This is an optimization exercise on Yosys and OpenROAD, whose aim is small area, not a production implementation.
The RTL was checked by simulation tests, not by an equivalence proof against the original design.
Power and IR drop assume default switching activity.

$ cat flow/design.v
module top_level_pong(
    input logic clk,
    input logic reset,
    input logic btnU,
    input logic btnL,
    input logic btnR,
    input logic btnD,
    input logic pong_en,
    input logic RsRx,
    output logic [3:0] vgaRed,
    output logic [3:0] vgaGreen,
    output logic [3:0] vgaBlue,
    output logic Vsync,
    output logic Hsync
);
logic [6:0] s;
logic [5:0] col, row;
logic [3:0] vl;
logic s_end, h_end, v_end;
assign s_end = &s[3:0];                             
assign h_end = s_end & col[5] & col[4] & col[0];    
assign v_end = row[5] & vl[3] & vl[2];              
always_ff @(posedge clk) begin
    if (reset)
        s <= 7'd0;
    else if (s_end)
        s <= 7'd1;
    else
        s <= {s[5:0], ~(s[6] ^ s[0])};
    col <= (reset | h_end) ? 6'd0 : col + {5'd0, s_end};
    {row, vl} <= (reset | (h_end & v_end)) ? 10'd0 : {row, vl} + {9'd0, h_end};
end
assign Hsync = ~(col[5] & ~col[4] & col[3] & (col[2:0] != 3'd0) & (col[2:0] != 3'd7));
assign Vsync = ~(row[4] & row[3] & row[2] & row[1] & ~row[0] & vl[3] & ~vl[2] & vl[1]);
localparam logic [16:0] U_V1 = 17'd115365;
localparam logic [16:0] U_V2 = 17'd22196;
localparam logic [16:0] UP = 17'h0AAAA;
logic        busy;
logic [16:0] us, un, un_next;
logic        drdy;
assign un = us ^ UP;
assign drdy = ~busy & un[5];
assign un_next = (reset | ~busy) ? {16'd0, RsRx} : {un[15:0], ~(un[16] ^ un[10])};
always_ff @(posedge clk) begin
    us <= un_next ^ UP;
    if (reset)
        busy <= 1'b0;
    else if (busy)
        busy <= ~((un == U_V1 && RsRx) || un == U_V2);
    else
        busy <= un[0] & ~RsRx;
end
localparam logic [14:0] T = 15'd13410;
localparam logic [14:0] CP = 15'h2AAA;
logic run, stp;
logic [14:0] bcs, lcs, rcs, bc, lc, rc;
logic ben, len, ren, bt, lt, rt, bstep, lstep, rstep;
assign bc = bcs ^ CP;
assign lc = lcs ^ CP;
assign rc = rcs ^ CP;
assign ben = run;
assign len = run & (btnU ^ btnL);
assign ren = run & (btnR ^ btnD);
assign bt = (bc == T);
assign lt = (lc == T);
assign rt = (rc == T);
assign bstep = ben & bt;
assign lstep = len & lt;
assign rstep = ren & rt;
always_ff @(posedge clk) begin
    bcs <= ((ben & ~bt) ? {bc[13:0], ~(bc[14] ^ bc[7])} : 15'd0) ^ CP;
    lcs <= ((len & ~lt) ? {lc[13:0], ~(lc[14] ^ lc[7])} : 15'd0) ^ CP;
    rcs <= ((ren & ~rt) ? {rc[13:0], ~(rc[14] ^ rc[7])} : 15'd0) ^ CP;
end
logic [5:0] bx;
logic [4:0] by;
logic [4:1] byh;
logic dx, dy;
logic bx0, bx39, gox, goy;
assign by = {byh, ~bx[0]};
assign bx0 = (bx == 6'd0);
assign bx39 = bx[5] & bx[2] & bx[1] & bx[0];
assign gox = dx ? ~bx39 : bx0;                                       
assign goy = dy ? (by == 5'd0) : ~(by[4] & by[3] & by[2] & by[0]);   
logic [5:0] tx;
logic [4:0] ty;
assign tx[0] = bstep;
assign ty[0] = bstep;
for (genvar i = 1; i < 6; i++) assign tx[i] = tx[i-1] & ~(bx[i-1] ^ gox);
for (genvar i = 1; i < 5; i++) assign ty[i] = ty[i-1] & ~(by[i-1] ^ goy);
always_ff @(posedge clk) begin
    if (reset | ~run) begin
        bx <= 6'd19;
        byh <= 4'd7;
        dx <= 1'b0;
        dy <= 1'b0;
    end else begin
        bx <= bx ^ tx;
        byh <= byh ^ ty[4:1];
        if (bstep) begin
            dx <= gox;
            dy <= ~goy;
        end
    end
end
logic [4:0] hl, hr, tl, tr;
assign tl[0] = lstep & (btnL ? ~(hl[4] & hl[2] & hl[1] & hl[0]) : (hl != 5'd0));
assign tr[0] = rstep & (btnD ? ~(hr[4] & hr[2] & hr[1] & hr[0]) : (hr != 5'd0));
for (genvar i = 1; i < 5; i++) assign tl[i] = tl[i-1] & (hl[i-1] ^ btnU);
for (genvar i = 1; i < 5; i++) assign tr[i] = tr[i-1] & (hr[i-1] ^ btnR);
always_ff @(posedge clk) begin
    hl <= reset ? 5'd0 : hl ^ tl;
    hr <= reset ? 5'd0 : hr ^ tr;
end
logic [4:0] hb;
logic [5:0] d;
logic hit, dok, miss;
assign hb = bx[5] ? hr : hl;
assign d = {1'b0, by} - {1'b0, hb};
assign dok = d[5] ? (&d[4:1]) : (~d[4] & (~d[3] | (d[2:0] == 3'd0)));
assign hit = (hb[4:1] != 4'd0) & (by[4:1] != 4'd0) & dok;
assign miss = (bx0 | bx39) & ~hit;
always_ff @(posedge clk) begin
    if (reset) begin
        run <= 1'b0;
        stp <= 1'b0;
    end else begin
        run <= run ? ~miss : (~stp & drdy);
        stp <= run & miss;
    end
end
logic valid, on_b, on_p;
logic [4:0] hp;
logic [5:0] dp;
assign valid = ~(col[5] & (col[4] | col[3])) & ~(row[5] | (row[4] & row[3] & row[2] & row[1]));
assign hp = col[5] ? hr : hl;
assign dp = {1'b0, row[4:0]} - {1'b0, hp};
assign on_b = (col == bx) && (row[4:0] == by);
assign on_p = ((col == 6'd0) | (col[5] & col[2] & col[1] & col[0])) & ~dp[5] & ~dp[4] & ~dp[3] & ~(&dp[2:0]);
logic pix;
always_ff @(posedge clk)
    pix <= valid & ~(on_b | on_p);
assign vgaRed = {4{pix}};
assign vgaBlue = {4{pix}};
assign vgaGreen = 4'h0;
endmodule
$ cat flow/flow/run.sh
#!/bin/bash
# Layout flow: the standard synthesis, then the gates between the
# registers are re-mapped for area with ABC (registers, their names and
# cell types are kept). Several ABC scripts are tried; the smallest result
# that a Yosys equivalence proof accepts replaces the synthesis netlist.
# Then the standard ORFS layout with these option changes: CTS without
# dummy loads and with buf_6 buffers, buf_1 as the port buffer, one tie
# cell for the constant outputs (no repair_tie_fanout), and power recovery
# (downsizing of non-critical cells) after global routing.
set -euo pipefail
cd "$(dirname "$0")/.."
R=orfs/results/sky130hd/top_level_pong/base
YOSYS=yosys
if [ -x "$FLOW_HOME/../tools/install/yosys/bin/yosys" ]; then YOSYS="$FLOW_HOME/../tools/install/yosys/bin/yosys"; fi
cp "$FLOW_HOME/platforms/sky130hd/lib/sky130_fd_sc_hd__tt_025C_1v80.lib" lib.lib

bash standard.sh synth > log_1_synth.log 2>&1
cp $R/1_2_yosys.v resyn_in.v

for f in flow/abc_*.abc; do
  n=$(basename $f .abc)
  while [ "$(jobs -rp | wc -l)" -ge "${NUM_CORES:-4}" ]; do sleep 1; done
  ( RESYN_IN=resyn_in.v RESYN_OUT=resyn_$n.v RESYN_LIB=lib.lib RESYN_SCRIPT=$f \
      timeout 900 "$YOSYS" -c flow/resyn.tcl > log_2_resyn_$n.log 2>&1 || true ) &
done
wait

for f in flow/abc_*.abc; do
  n=$(basename $f .abc)
  [ -f resyn_$n.v.stat ] || continue
  if grep -q '\$lut' resyn_$n.v; then continue; fi
  a=$(grep -A400 "=== top_level_pong" resyn_$n.v.stat | grep "Chip area" | awk '{print $NF}' || true)
  [ -n "$a" ] || continue
  echo "$a $n" >> log_2_resyn_areas.txt
done

# smallest first; the first one proven equivalent is used
used=standard
if [ -f log_2_resyn_areas.txt ]; then
  for n in $(sort -g log_2_resyn_areas.txt | awk '{print $2}'); do
    cp resyn_$n.v resyn_out.v
    if "$YOSYS" -s flow/equiv.ys > log_3_equiv_$n.log 2>&1; then
      cp resyn_out.v $R/1_2_yosys.v   # make rebuilds 1_synth.odb from it
      used=$n
      break
    fi
  done
fi
echo "netlist used: $used" > log_3_equiv.result

bash standard.sh \
  'CTS_ARGS=-sink_clustering_enable -repair_clock_nets -dont_use_dummy_load -buf_list sky130_fd_sc_hd__buf_6' \
  'BUFFER_PORTS_ARGS=-buffer_cell sky130_fd_sc_hd__buf_1' \
  'RECOVER_POWER=100' \
  'SKIP_REPAIR_TIE_FANOUT=1' \
  finish > log_4_layout.log 2>&1
$ cat flow/flow/abc_0h1.abc
strash
dch
amap
strash
&get -n
&deepsyn -T 60 -S 1
&put
dch
amap
$ cat flow/flow/abc_0k1.abc
strash
dch
amap
strash
&get -n
&deepsyn -J 300 -T 400 -S 1
&put
dch
amap
$ cat flow/flow/abc_0k2.abc
strash
dch
amap
strash
&get -n
&deepsyn -J 300 -T 300 -S 2
&put
dch
amap
$ cat flow/flow/abc_0k4.abc
strash
dch
amap
strash
&get -n
&deepsyn -J 300 -T 400 -S 4
&put
dch
amap
$ cat flow/flow/abc_0k7.abc
strash
dch
amap
strash
&get -n
&deepsyn -J 300 -T 400 -S 7
&put
dch
amap
$ cat flow/flow/abc_0k8.abc
strash
dch
amap
strash
&get -n
&deepsyn -J 300 -T 400 -S 8
&put
dch
amap
$ cat flow/flow/abc_c5.abc
strash
dch
amap
strash
dch
amap
$ cat flow/flow/abc_c6.abc
strash
dch -f
amap
strash
dch -f
amap
strash
dch -f
amap
strash
dch -f
amap
$ cat flow/flow/abc_d1.abc
strash
dch
amap
strash
dch
amap
strash
dch
amap
$ cat flow/flow/abc_d2.abc
strash
dch
amap
strash
dch
amap
strash
dch
amap
strash
dch
amap
$ cat flow/flow/abc_f2.abc
strash
dch
amap
strash
dch
amap
strash
dch
amap
strash
dch
amap
$ cat flow/flow/abc_f3.abc
strash
dch -f
amap
strash
dch
amap
$ cat flow/flow/abc_f5.abc
strash
drw
drf
dch
amap
strash
dch
amap
$ cat flow/flow/equiv.ys
# Proves that resyn_out.v computes the same register inputs and outputs as
# resyn_in.v (registers are matched by instance name).
read_liberty -ignore_miss_func lib.lib
read_verilog resyn_in.v
rename top_level_pong gold
read_verilog resyn_out.v
rename top_level_pong gate
hierarchy -check
flatten gold gate
delete t:$scopeinfo
rename -hide w:_*
opt_clean -purge
equiv_make gold gate eq
hierarchy -top eq
equiv_simple -seq 2
equiv_induct -seq 2
equiv_status -assert
$ cat flow/flow/resyn.tcl
# Re-maps the combinational logic of the standard synthesis netlist for
# area. Registers (sky130_fd_sc_hd__dfxtp_1 instances) are kept as they are,
# with their names; only the gates between them are re-mapped by ABC.
# usage: yosys -c resyn.tcl  (env: RESYN_IN, RESYN_OUT, RESYN_LIB, RESYN_SCRIPT)
yosys -import
set lib $::env(RESYN_LIB)
read_liberty -ignore_miss_func $lib
read_verilog $::env(RESYN_IN)
hierarchy -top top_level_pong
setattr -mod -set keep_hierarchy 1 sky130_fd_sc_hd__dfxtp_1
flatten
delete t:\$scopeinfo
opt -purge
select top_level_pong
abc -liberty $lib -script $::env(RESYN_SCRIPT) -dont_use sky130_fd_sc_hd__lpflow_bleeder_1 -dont_use sky130_fd_sc_hd__lpflow_clkbufkapwr_1 -dont_use sky130_fd_sc_hd__lpflow_clkbufkapwr_16 -dont_use sky130_fd_sc_hd__lpflow_clkbufkapwr_2 -dont_use sky130_fd_sc_hd__lpflow_clkbufkapwr_4 -dont_use sky130_fd_sc_hd__lpflow_clkbufkapwr_8 -dont_use sky130_fd_sc_hd__lpflow_clkinvkapwr_1 -dont_use sky130_fd_sc_hd__lpflow_clkinvkapwr_16 -dont_use sky130_fd_sc_hd__lpflow_clkinvkapwr_2 -dont_use sky130_fd_sc_hd__lpflow_clkinvkapwr_4 -dont_use sky130_fd_sc_hd__lpflow_clkinvkapwr_8 -dont_use sky130_fd_sc_hd__lpflow_decapkapwr_12 -dont_use sky130_fd_sc_hd__lpflow_decapkapwr_3 -dont_use sky130_fd_sc_hd__lpflow_decapkapwr_4 -dont_use sky130_fd_sc_hd__lpflow_decapkapwr_6 -dont_use sky130_fd_sc_hd__lpflow_decapkapwr_8 -dont_use sky130_fd_sc_hd__lpflow_inputiso0n_1 -dont_use sky130_fd_sc_hd__lpflow_inputiso0p_1 -dont_use sky130_fd_sc_hd__lpflow_inputiso1n_1 -dont_use sky130_fd_sc_hd__lpflow_inputiso1p_1 -dont_use sky130_fd_sc_hd__lpflow_inputisolatch_1 -dont_use sky130_fd_sc_hd__lpflow_isobufsrc_1 -dont_use sky130_fd_sc_hd__lpflow_isobufsrc_16 -dont_use sky130_fd_sc_hd__lpflow_isobufsrc_2 -dont_use sky130_fd_sc_hd__lpflow_isobufsrc_4 -dont_use sky130_fd_sc_hd__lpflow_isobufsrc_8 -dont_use sky130_fd_sc_hd__lpflow_isobufsrckapwr_16 -dont_use sky130_fd_sc_hd__lpflow_lsbuf_lh_hl_isowell_tap_1 -dont_use sky130_fd_sc_hd__lpflow_lsbuf_lh_hl_isowell_tap_2 -dont_use sky130_fd_sc_hd__lpflow_lsbuf_lh_hl_isowell_tap_4 -dont_use sky130_fd_sc_hd__lpflow_lsbuf_lh_isowell_4 -dont_use sky130_fd_sc_hd__lpflow_lsbuf_lh_isowell_tap_1 -dont_use sky130_fd_sc_hd__lpflow_lsbuf_lh_isowell_tap_2 -dont_use sky130_fd_sc_hd__lpflow_lsbuf_lh_isowell_tap_4 -dont_use sky130_fd_sc_hd__probe_p_8 -dont_use sky130_fd_sc_hd__probec_p_8 
select -clear
setundef -zero
splitnets
opt_clean -purge
hilomap -singleton -hicell sky130_fd_sc_hd__conb_1 HI -locell sky130_fd_sc_hd__conb_1 LO
insbuf -buf sky130_fd_sc_hd__buf_4 A X
select top_level_pong
write_verilog -noattr -nohex -nodec -selected $::env(RESYN_OUT)
tee -o $::env(RESYN_OUT).stat stat -liberty $lib
$ cat flow/standard.sh
#!/bin/bash
# synth_recipe.tcl (not shown) runs the flow's synth.tcl, then flattens the netlist and writes it again
# the make line also repeats each setting of config.mk as NAME=value (left out here)
make -C /OpenROAD-flow-scripts/flow DESIGN_CONFIG=/design/flow/config.mk WORK_HOME=/design/flow/orfs CLKGATE_MAP_FILE= SYNTH_SCRIPT=/design/flow/synth_recipe.tcl "${@:-finish}"
$ cat flow/config.mk
export PLATFORM = sky130hd
export DESIGN_NAME = top_level_pong
export DESIGN_NICKNAME = top_level_pong
export VERILOG_FILES = /design/flow/design.v
export SDC_FILE = /design/flow/constraint.sdc
export NUM_CORES = 4
export LEC_CHECK = 0
export CAP_MARGIN = 20
export CORE_MARGIN = 2
export CORE_UTILIZATION = 70
export PLACE_DENSITY = 0.8
export SLEW_MARGIN = 20
$ cat flow/constraint.sdc
create_clock -name core_clock -period 10.0 [get_ports {clk}]
set_input_delay 2.0000 -clock core_clock [delete_from_list [all_inputs] [get_ports {clk}]]
set_output_delay 2.0000 -clock core_clock [all_outputs]
set_load 0.01 [all_outputs]
==> results_tabular.tex, run 1 <==
\begin{tabular}{lr}
\hline
Metric & Value \\
\hline
\multicolumn{2}{l}{\textbf{Status}} \\
\quad Result of the run & complete, no violations \\
\multicolumn{2}{l}{\textbf{STA}} \\
\quad Final-report setup violation count & 0 \\
\quad Clock period minus final worst setup slack & 3.94 ns \\
\quad Fmax & 254 MHz \\
\quad Hold Violations, Final & 0 \\
\quad Final clock skew & 0.0442 ns \\
\quad Actual slew at the worst max-slew pin & 0.734 ns \\
\quad Final period util & 0.394 \\
\quad Number of slew-limit violations in the final report & 0 \\
\quad Setup WS post-layout & 6.06 ns \\
\quad Tightest slew margin relative to the limit & 0.511 \\
\quad Setup TNS after final layout & 0 ns \\
\quad Setup repair after global routing missed its margin & false \\
\multicolumn{2}{l}{\textbf{Yosys}} \\
\quad Count of mapped cells out of synthesis & 509 \\
\quad Syn Std Cell Area & 4270 um\^{}2 \\
\quad Number of warnings issued by yosys & 1 \\
\quad Synth Net Count & 517 \\
\quad Average cell area after synthesis & 8.39 um\^{}2 \\
\multicolumn{2}{l}{\textbf{Clock tree}} \\
\quad Number of post-CTS setup repair buffers & 0 \\
\quad Cell at the root of the clock tree & sky130\_fd\_sc\_hd\_\_buf\_6 \\
\quad Gates resized, CTS repair & 0 \\
\quad TritonCTS clock tree & done \\
\quad Cts bufs inserted & 9 \\
\quad Num Clock Sinks & 111 \\
\quad Buffer depth of the longest clock path & 2 \\
\quad Clock edge transition at the registers on the reported setup and hold paths & 0.12 ns \\
\quad Skew-Pair Late Insertion Delay & 0.34 ns \\
\quad Hold-fix buffer count after cts & 0 \\
\quad H-tree levels & 3 \\
\multicolumn{2}{l}{\textbf{Critical path}} \\
\quad Critical path arrival & 4.13 ns \\
\quad CP Launch Point & reset \\
\quad Setup CP Type & in2reg \\
\quad Critical path, cell by cell & clkbuf\_1, clkinv\_1, nand2\_1, clkinv\_1, nand2\_1, o21a\_1, o22ai\_1 \\
\quad Maximum fanout along the worst path & 15 \\
\quad Crit path largest cell delay & 0.54 ns \\
\quad Category of the worst setup path capture point & register \\
\quad Launching element type of the critical path & input port \\
\quad Worst R2R Start & rcs[12] \\
\quad Required arrival time at the worst endpoint & 10.19 ns \\
\quad Slowest library cell on the worst path & sky130\_fd\_sc\_hd\_\_clkbuf\_1 \\
\multicolumn{2}{l}{\textbf{Finish}} \\
\quad Fraction of layout cells with a size suffix above 1 & 0.0191 \\
\quad Layout Area Growth over Synthesis & 4.04\% \\
\quad Net count, final & 533 \\
\quad Antenna cell count & 0 \\
\quad Area of all placed cells without fillers & 4440 um\^{}2 \\
\multicolumn{2}{l}{\textbf{Placement}} \\
\quad Total placed instance area & 4340 um\^{}2 \\
\quad Number of port buffers & 16 \\
\quad Final GP Congestion & 0.958 \\
\quad Post-DP HPWL & 6140 um \\
\quad Worst setup slack after placement & 5.76 ns \\
\multicolumn{2}{l}{\textbf{Floorplanning}} \\
\quad Row Count & 28 \\
\quad Initial Util & 0.721 \\
\quad Floorplan core area & 5920 um\^{}2 \\
\quad Overall die height & 82.1 um \\
\quad Chip Width & 82.1 um \\
\quad DIE AREA & 6740 um\^{}2 \\
\quad Count of pins on the block boundary & 22 \\
\multicolumn{2}{l}{\textbf{Global route}} \\
\quad Grt ovf & 0 \\
\quad Number of antenna violations at the first check in global routing & 0 \\
\quad Gr usage total & 0.263 \\
\quad Largest net degree at the start of global routing & 21 \\
\quad Global-route wire length before repair & 13600 um \\
\quad Vias in the first global route & 3131 \\
\multicolumn{2}{l}{\textbf{Power and ir drop}} \\
\quad IR drop worst, VDD & 0.000190 V \\
\quad Cell area power density & 147 nW/um\^{}2 \\
\quad Standby leakage power & 1.49 nW \\
\multicolumn{2}{l}{\textbf{Route}} \\
\quad Drt first pass iters & 5 \\
\quad DRT Wirelength & 8230 um \\
\quad Routed vias & 3491 \\
\quad Final antenna-violating net count & 0 \\
\quad Residual DRC count & 0 \\
\quad Number of violations reported at the end of detailed-routing iteration 0 & 303 \\
\quad Via-per-instance ratio & 5.84 \\
\quad Final routed wire length divided by cell count & 13.8 um \\
\multicolumn{2}{l}{\textbf{Worst hold path}} \\
\quad Startpoint of the lowest-slack hold path & rcs[6] \\
\quad Class of the tightest hold or removal check & reg2reg \\
\multicolumn{2}{l}{\textbf{Flow run}} \\
\quad Max capacitance violation total & 0 \\
\hline
\end{tabular}
-- routing by layer --
| metal | wire length (um) | track usage |
|---|---|---|
| met5 | 0 | 0 |
| met1 | 3800 | 0.324 |
| met4 | 136 | 0.102 |
| met2 | 3890 | 0.443 |
| met3 | 409 | 0.0696 |
-- placed cells by master (no fill, tap or decap), types with 3 or more instances in the layout --
cell and count:
sky130_fd_sc_hd__dfxtp_1 111, sky130_fd_sc_hd__nor2_1 103, sky130_fd_sc_hd__clkinv_1 52, sky130_fd_sc_hd__nand2_1 36, sky130_fd_sc_hd__o21ai_0 24, sky130_fd_sc_hd__nor3_1 19
sky130_fd_sc_hd__a21oi_1 15, sky130_fd_sc_hd__buf_1 15, sky130_fd_sc_hd__a211oi_1 14, sky130_fd_sc_hd__o22ai_1 13, sky130_fd_sc_hd__or2_0 11, sky130_fd_sc_hd__nand3_1 10
sky130_fd_sc_hd__nor4_1 9, sky130_fd_sc_hd__nand2b_1 9, sky130_fd_sc_hd__buf_6 9, sky130_fd_sc_hd__nand4_1 7, sky130_fd_sc_hd__and3_1 7, sky130_fd_sc_hd__nor2b_1 7
sky130_fd_sc_hd__or3_1 5, sky130_fd_sc_hd__a22oi_1 5, sky130_fd_sc_hd__a31oi_1 4, sky130_fd_sc_hd__o221ai_1 4, sky130_fd_sc_hd__nand4b_1 3, sky130_fd_sc_hd__o21a_1 3
sky130_fd_sc_hd__o31ai_1 3, sky130_fd_sc_hd__a222oi_1 3
-- per-stage QoR --
step                      instances  hold slack [ns]  power (W)   util
after floorplan                 509            0.353   0.000462      -
after detailed placement        589            0.374   0.000465  0.734
after global placement          589            0.364   0.000464  0.734
after global routing            598            0.416   0.000675  0.751
after CTS                       598            0.397   0.000657  0.751
final                           598            0.391   0.000655  0.751
-- final cells by class --
cell class | instances | area [um^2]
repair buffers | 17 | 67.6
inverters | 52 | 195
flip-flops and latches | 111 | 2220
well taps | 75 | 93.8
clock buffers | 9 | 101
multi-input cells | 334 | 1760
fillers | 464 | 1480
-- critical path, delay by kind of cell --
kind                   cells  cell delay [ns]
buffers and inverters      3             1.34
AND/OR/NAND/NOR            2             0.59
AO/OA/AOI/OAI              2             0.20
-- worst paths after layout --
path / slack, ns / endpoint / depth (start not counted)
min reg2reg: 0.39 / rcs[7] / 1
max reg2reg: 7.36 / hr[4] / 11
min: 0.39 / rcs[7] / 1
max: 6.06 / busy / 7
-- power by group --
group	internal (W)	switching (W)
clock network	0.0000700	0.000130
registers	0.000444	0.00000113
logic	0.00000268	0.00000715
-- registers in the layout, summed over array words and instances, names as in the netlist --
name / cells
bcs: 15
busy: 1
bx: 6
byh: 4
col: 6
dx: 1
dy: 1
hl: 5
hr: 5
lcs: 15
pix: 1
rcs: 15
row: 6
run: 1
s: 7
stp: 1
us: 17
vl: 4
==> run 2: changes to the inputs <==
--- a/flow/config.mk
+++ b/flow/config.mk
@@ -7,6 +7,6 @@
 export LEC_CHECK = 0
 export CAP_MARGIN = 20
 export CORE_MARGIN = 2
-export CORE_UTILIZATION = 70
-export PLACE_DENSITY = 0.8
+export CORE_UTILIZATION = 80
+export PLACE_DENSITY = 0.9
 export SLEW_MARGIN = 20
==> run 2 against run 1 <==
Net effect:
- synthesized area is the same
- via count grew 5.5%
- clock-buffer cell count did not move
- sequential power about the same
- synthesized cell count unchanged
- first-iteration DRC count up 26%
- die area fell by 12%
- combinational power up 5%
- cell count fell by 0.84%
- power increased by 0.20%
- critical endpoint unchanged
- largest power group unchanged
==> results_tabular.tex, run 2 <==
\begin{tabular}{lr}
\hline
Metric & Value \\
\hline
\multicolumn{2}{l}{\textbf{Status}} \\
\quad Result of the run & complete, no violations \\
\multicolumn{2}{l}{\textbf{Critical path}} \\
\quad CP Capture Point & busy \\
\quad Maximum fanout along the worst path & 15 (unchanged) \\
\quad Depth of the worst register-to-register path & 11 (unchanged) \\
\quad Number of gates on the worst path with buffers counted & 7 (unchanged) \\
\quad Category of the worst setup path capture point & register \\
\quad CP Launch Point & reset \\
\quad Number of buffer and inverter stages on the critical path & 3 (unchanged) \\
\quad Critical path arrival & 4.08 ns (-0.05 ns) \\
\quad Crit path largest cell delay & 0.53 ns (about the same) \\
\quad Launching element type of the critical path & input port \\
\quad Cell type group with the largest total delay on the critical path & buffers and inverters \\
\quad Register-to-register setup slack & 7.29 ns (-0.07 ns) \\
\quad Critical path, cell by cell & clkbuf\_1, clkinv\_1, nand2\_1, clkinv\_1, nand2\_1, o21a\_1, o22ai\_1 \\
\quad Worst R2R Start & rcs[12] \\
\quad Slowest library cell on the worst path & sky130\_fd\_sc\_hd\_\_clkbuf\_1 \\
\quad Setup CP Type & in2reg \\
\quad Worst R2R End & hr[4] \\
\quad Required arrival time at the worst endpoint & 10.19 ns (about the same) \\
\multicolumn{2}{l}{\textbf{Finish}} \\
\quad Net count, final & 533 (unchanged) \\
\quad Most common cell after layout, fill and taps aside & sky130\_fd\_sc\_hd\_\_dfxtp\_1 \\
\quad Finished Core Util & 0.863 (+0.113) \\
\quad Register ranked first by flip-flop count & us \\
\quad Layout Area Growth over Synthesis & 3.90\% \\
\quad Multi-input gate area & 1760 um\^{}2 (unchanged) \\
\quad Non-filler instance count after layout & 593 (-0.84\%) \\
\quad Highest-count cells in the layout ignoring fill and taps & sky130\_fd\_sc\_hd\_\_dfxtp\_1 (111), sky130\_fd\_sc\_hd\_\_nor2\_1 (103), sky130\_fd\_sc\_hd\_\_clkinv\_1 (52), sky130\_fd\_sc\_hd\_\_nand2\_1 (36), sky130\_fd\_sc\_hd\_\_o21ai\_0 (24) \\
\quad Fraction of layout cells with a size suffix above 1 & 0.0191 (unchanged) \\
\quad Area used by sequential logic in the layout & 2220 um\^{}2 (unchanged) \\
\quad Antenna cell count & 0 (unchanged) \\
\quad Layout filler cell count & 305 (-34\%) \\
\quad Max FFs per register & 17 (unchanged) \\
\multicolumn{2}{l}{\textbf{STA}} \\
\quad Setup WS post-layout & 6.11 ns (+0.0440 ns) \\
\quad Setup TNS after final layout & 0 ns (unchanged) \\
\quad Actual slew at the worst max-slew pin & 0.782 ns (+0.0489 ns) \\
\quad Clock period minus final worst setup slack & 3.89 ns (-0.0440 ns) \\
\quad Fmax & 257 MHz (+1.1\%) \\
\quad Tightest slew margin relative to the limit & 0.478 (-0.0326) \\
\quad Final period util & 0.389 (-0.00440) \\
\quad Hold Violations, Final & 0 (unchanged) \\
\quad Final clock skew & 0.0302 ns (-0.0140 ns) \\
\quad Number of slew-limit violations in the final report & 0 (unchanged) \\
\quad Final-report setup violation count & 0 (unchanged) \\
\quad Setup repair after global routing missed its margin & false \\
\multicolumn{2}{l}{\textbf{Route}} \\
\quad Final routed wire length divided by cell count & 15.6 um (+13\%) \\
\quad Via-per-instance ratio & 6.21 (+6.4\%) \\
\quad Number of violations reported at the end of detailed-routing iteration 0 & 383 (+26\%) \\
\quad DRT Wirelength & 9240 um (+12\%) \\
\quad Routed vias & 3684 (+5.5\%) \\
\quad Residual DRC count & 0 (unchanged) \\
\quad Drt first pass iters & 8 (+3) \\
\quad Final antenna-violating net count & 0 (unchanged) \\
\multicolumn{2}{l}{\textbf{Global route}} \\
\quad Global-route wire length before repair & 15700 um (+15\%) \\
\quad Gr usage total & 0.332 (+0.0684) \\
\quad Number of antenna violations at the first check in global routing & 0 (unchanged) \\
\quad Largest net degree at the start of global routing & 20 (-4.8\%) \\
\quad Vias in the first global route & 3554 (+14\%) \\
\quad Grt ovf & 0 (unchanged) \\
\multicolumn{2}{l}{\textbf{Yosys}} \\
\quad Count of mapped cells out of synthesis & 509 (unchanged) \\
\quad Synth Net Count & 517 (unchanged) \\
\quad Syn Std Cell Area & 4270 um\^{}2 (unchanged) \\
\quad Number of warnings issued by yosys & 1 (unchanged) \\
\quad Average cell area after synthesis & 8.39 um\^{}2 (unchanged) \\
\multicolumn{2}{l}{\textbf{Worst hold path}} \\
\quad Startpoint of the lowest-slack hold path & us[6] \\
\quad Class of the tightest hold or removal check & reg2reg \\
\multicolumn{2}{l}{\textbf{Floorplanning}} \\
\quad Row Count & 26 (-7.1\%) \\
\quad Initial Util & 0.831 (+0.110) \\
\quad Chip Width & 77.1 um (-6.1\%) \\
\quad Floorplan core area & 5140 um\^{}2 (-13\%) \\
\quad Count of pins on the block boundary & 22 (unchanged) \\
\quad Overall die height & 77.1 um (-6.1\%) \\
\quad DIE AREA & 5940 um\^{}2 (-12\%) \\
\multicolumn{2}{l}{\textbf{Clock tree}} \\
\quad Number of post-CTS setup repair buffers & 0 (unchanged) \\
\quad Clock edge transition at the registers on the reported setup and hold paths & 0.11 ns (about the same) \\
\quad TritonCTS clock tree & done \\
\quad H-tree levels & 3 (unchanged) \\
\quad Gates resized, CTS repair & 0 (unchanged) \\
\quad Buffer depth of the longest clock path & 2 (unchanged) \\
\quad Cell at the root of the clock tree & sky130\_fd\_sc\_hd\_\_buf\_6 \\
\quad Hold-fix buffer count after cts & 0 (unchanged) \\
\quad Skew-Pair Late Insertion Delay & 0.35 ns (about the same) \\
\quad Num Clock Sinks & 111 (unchanged) \\
\quad Cts bufs inserted & 9 (unchanged) \\
\multicolumn{2}{l}{\textbf{Placement}} \\
\quad Final GP Congestion & 0.932 (-2.7\%) \\
\quad Worst setup slack after placement & 5.79 ns (+0.0275 ns) \\
\quad Number of port buffers & 16 (unchanged) \\
\quad Cell count after placement & 584 (-0.85\%) \\
\quad Post-DP HPWL & 6710 um (+9.3\%) \\
\multicolumn{2}{l}{\textbf{Power and ir drop}} \\
\quad Part of the power in the clock network & 0.306 (about the same) \\
\quad Sequential Power Share & 0.678 (about the same) \\
\quad Overall power consumption & 0.000656 W (+0.20\%) \\
\quad Switching portion of total power & 0.213 (+0.00168) \\
\quad Share of power burned in combinational logic & 0.016 (about the same) \\
\quad Cell area power density & 148 nW/um\^{}2 (+0.34\%) \\
\quad IR drop worst, VDD & 0.000190 V (+0.12\%) \\
\quad Switching power summed over all nets & 0.000140 W (+1.0\%) \\
\quad Standby leakage power & 1.49 nW (unchanged) \\
\quad Total internal power & 0.000516 W (about the same) \\
\multicolumn{2}{l}{\textbf{Flow run}} \\
\quad Max capacitance violation total & 0 (unchanged) \\
\hline
\end{tabular}
-- run 2: cell type report --
class / instances / area share
clock buffer: 9 / 0.0228
inverter: 52 / 0.0440
multi-input combinational: 334 / 0.398
sequential: 111 / 0.501
tap: 70 / 0.0197
timing repair buffer: 17 / 0.0152
-- run 2: worst min path at each step --
| stage | end | slack [ns] | depth (start not counted) |
|---|---|---|---|
| finish | us[7] | 0.38 | 1 |
| global route | us[7] | 0.40 | 1 |
| CTS | us[7] | 0.37 | 1 |
| detailed placement | us[15] | 0.37 | 1 |
| global placement | us[9] | 0.36 | 1 |
| floorplan | us[7] | 0.35 | 1 |
-- run 2: power groups by stage --
stage / clock, W / combinational, W / sequential [W]
floorplan: 0 / 0.00000738 / 0.000455
global placement: 0 / 0.00000946 / 0.000455
detailed placement: 0 / 0.0000101 / 0.000455
CTS: 0.000200 / 0.0000102 / 0.000445
global route: 0.000218 / 0.0000116 / 0.000445
finish: 0.000201 / 0.0000103 / 0.000445
-- run 2: worst reg2reg max path, cell delays in order (launching register included) --
cell and delay (ns):
sky130_fd_sc_hd__dfxtp_1 0.33, sky130_fd_sc_hd__clkinv_1 0.09, sky130_fd_sc_hd__nor3_1 0.23, sky130_fd_sc_hd__nand4b_1 0.13, sky130_fd_sc_hd__or3_1 0.39, sky130_fd_sc_hd__or3_1 0.38
sky130_fd_sc_hd__or3_1 0.35, sky130_fd_sc_hd__nor2_1 0.18, sky130_fd_sc_hd__o221ai_1 0.19, sky130_fd_sc_hd__nor2_1 0.16, sky130_fd_sc_hd__nor2_1 0.06, sky130_fd_sc_hd__a211oi_1 0.15
-- run 2: layer usage --
metal	vias to the layer above	GRT usage	share of wire
li1	1780	-	-
met2	184	0.573	0.49
met5	-	0	0
met4	0	0.154	0.042
met1	1673	0.377	0.39
met3	47	0.100	0.076
-- run 2: metrics by stage --
| step | instance area, um^2 | hold slack, ns |
|---|---|---|
| 3_3_place_gp | 4340 | 0.359 |
| 2_1_floorplan | 4270 | 0.353 |
| 4_1_cts | 4440 | 0.372 |
| 6_report | 4440 | 0.379 |
| 3_5_place_dp | 4340 | 0.367 |
| 5_1_grt | 4440 | 0.395 |

afterwards: timing with drivers on the ports:
In the flow no input, the clock included, has a driving cell. The finished layouts below were timed again as built, in two steps. Step 1: set_driving_cell puts a clkbuf_16 on clk and a buf_2 on each other input, an assumption about the parent block. Step 2 also shifts input and output timing later by t, the mid clock arrival at the registers, as if the neighbouring blocks saw the same clock. Slacks: no drivers / after step 1 / after step 2; pairs: no drivers / after step 1.
run | t (ns) | slack for setup (ns) | worst hold slack (ns) | clock arrival spread, ns
run 1 | 0.354 | 6.064 / 6.070 / 5.717 | 0.391 / 0.391 / 0.391 | 0.045 / 0.045
run 2 | 0.363 | 6.108 / 6.113 / 5.750 | 0.379 / 0.379 / 0.379 | 0.031 / 0.030
After both steps every run listed still meets setup and hold. For run 2, which loses most, drivers alone change the setup slack by +0.005 ns; drivers and shift together by -0.358 ns.
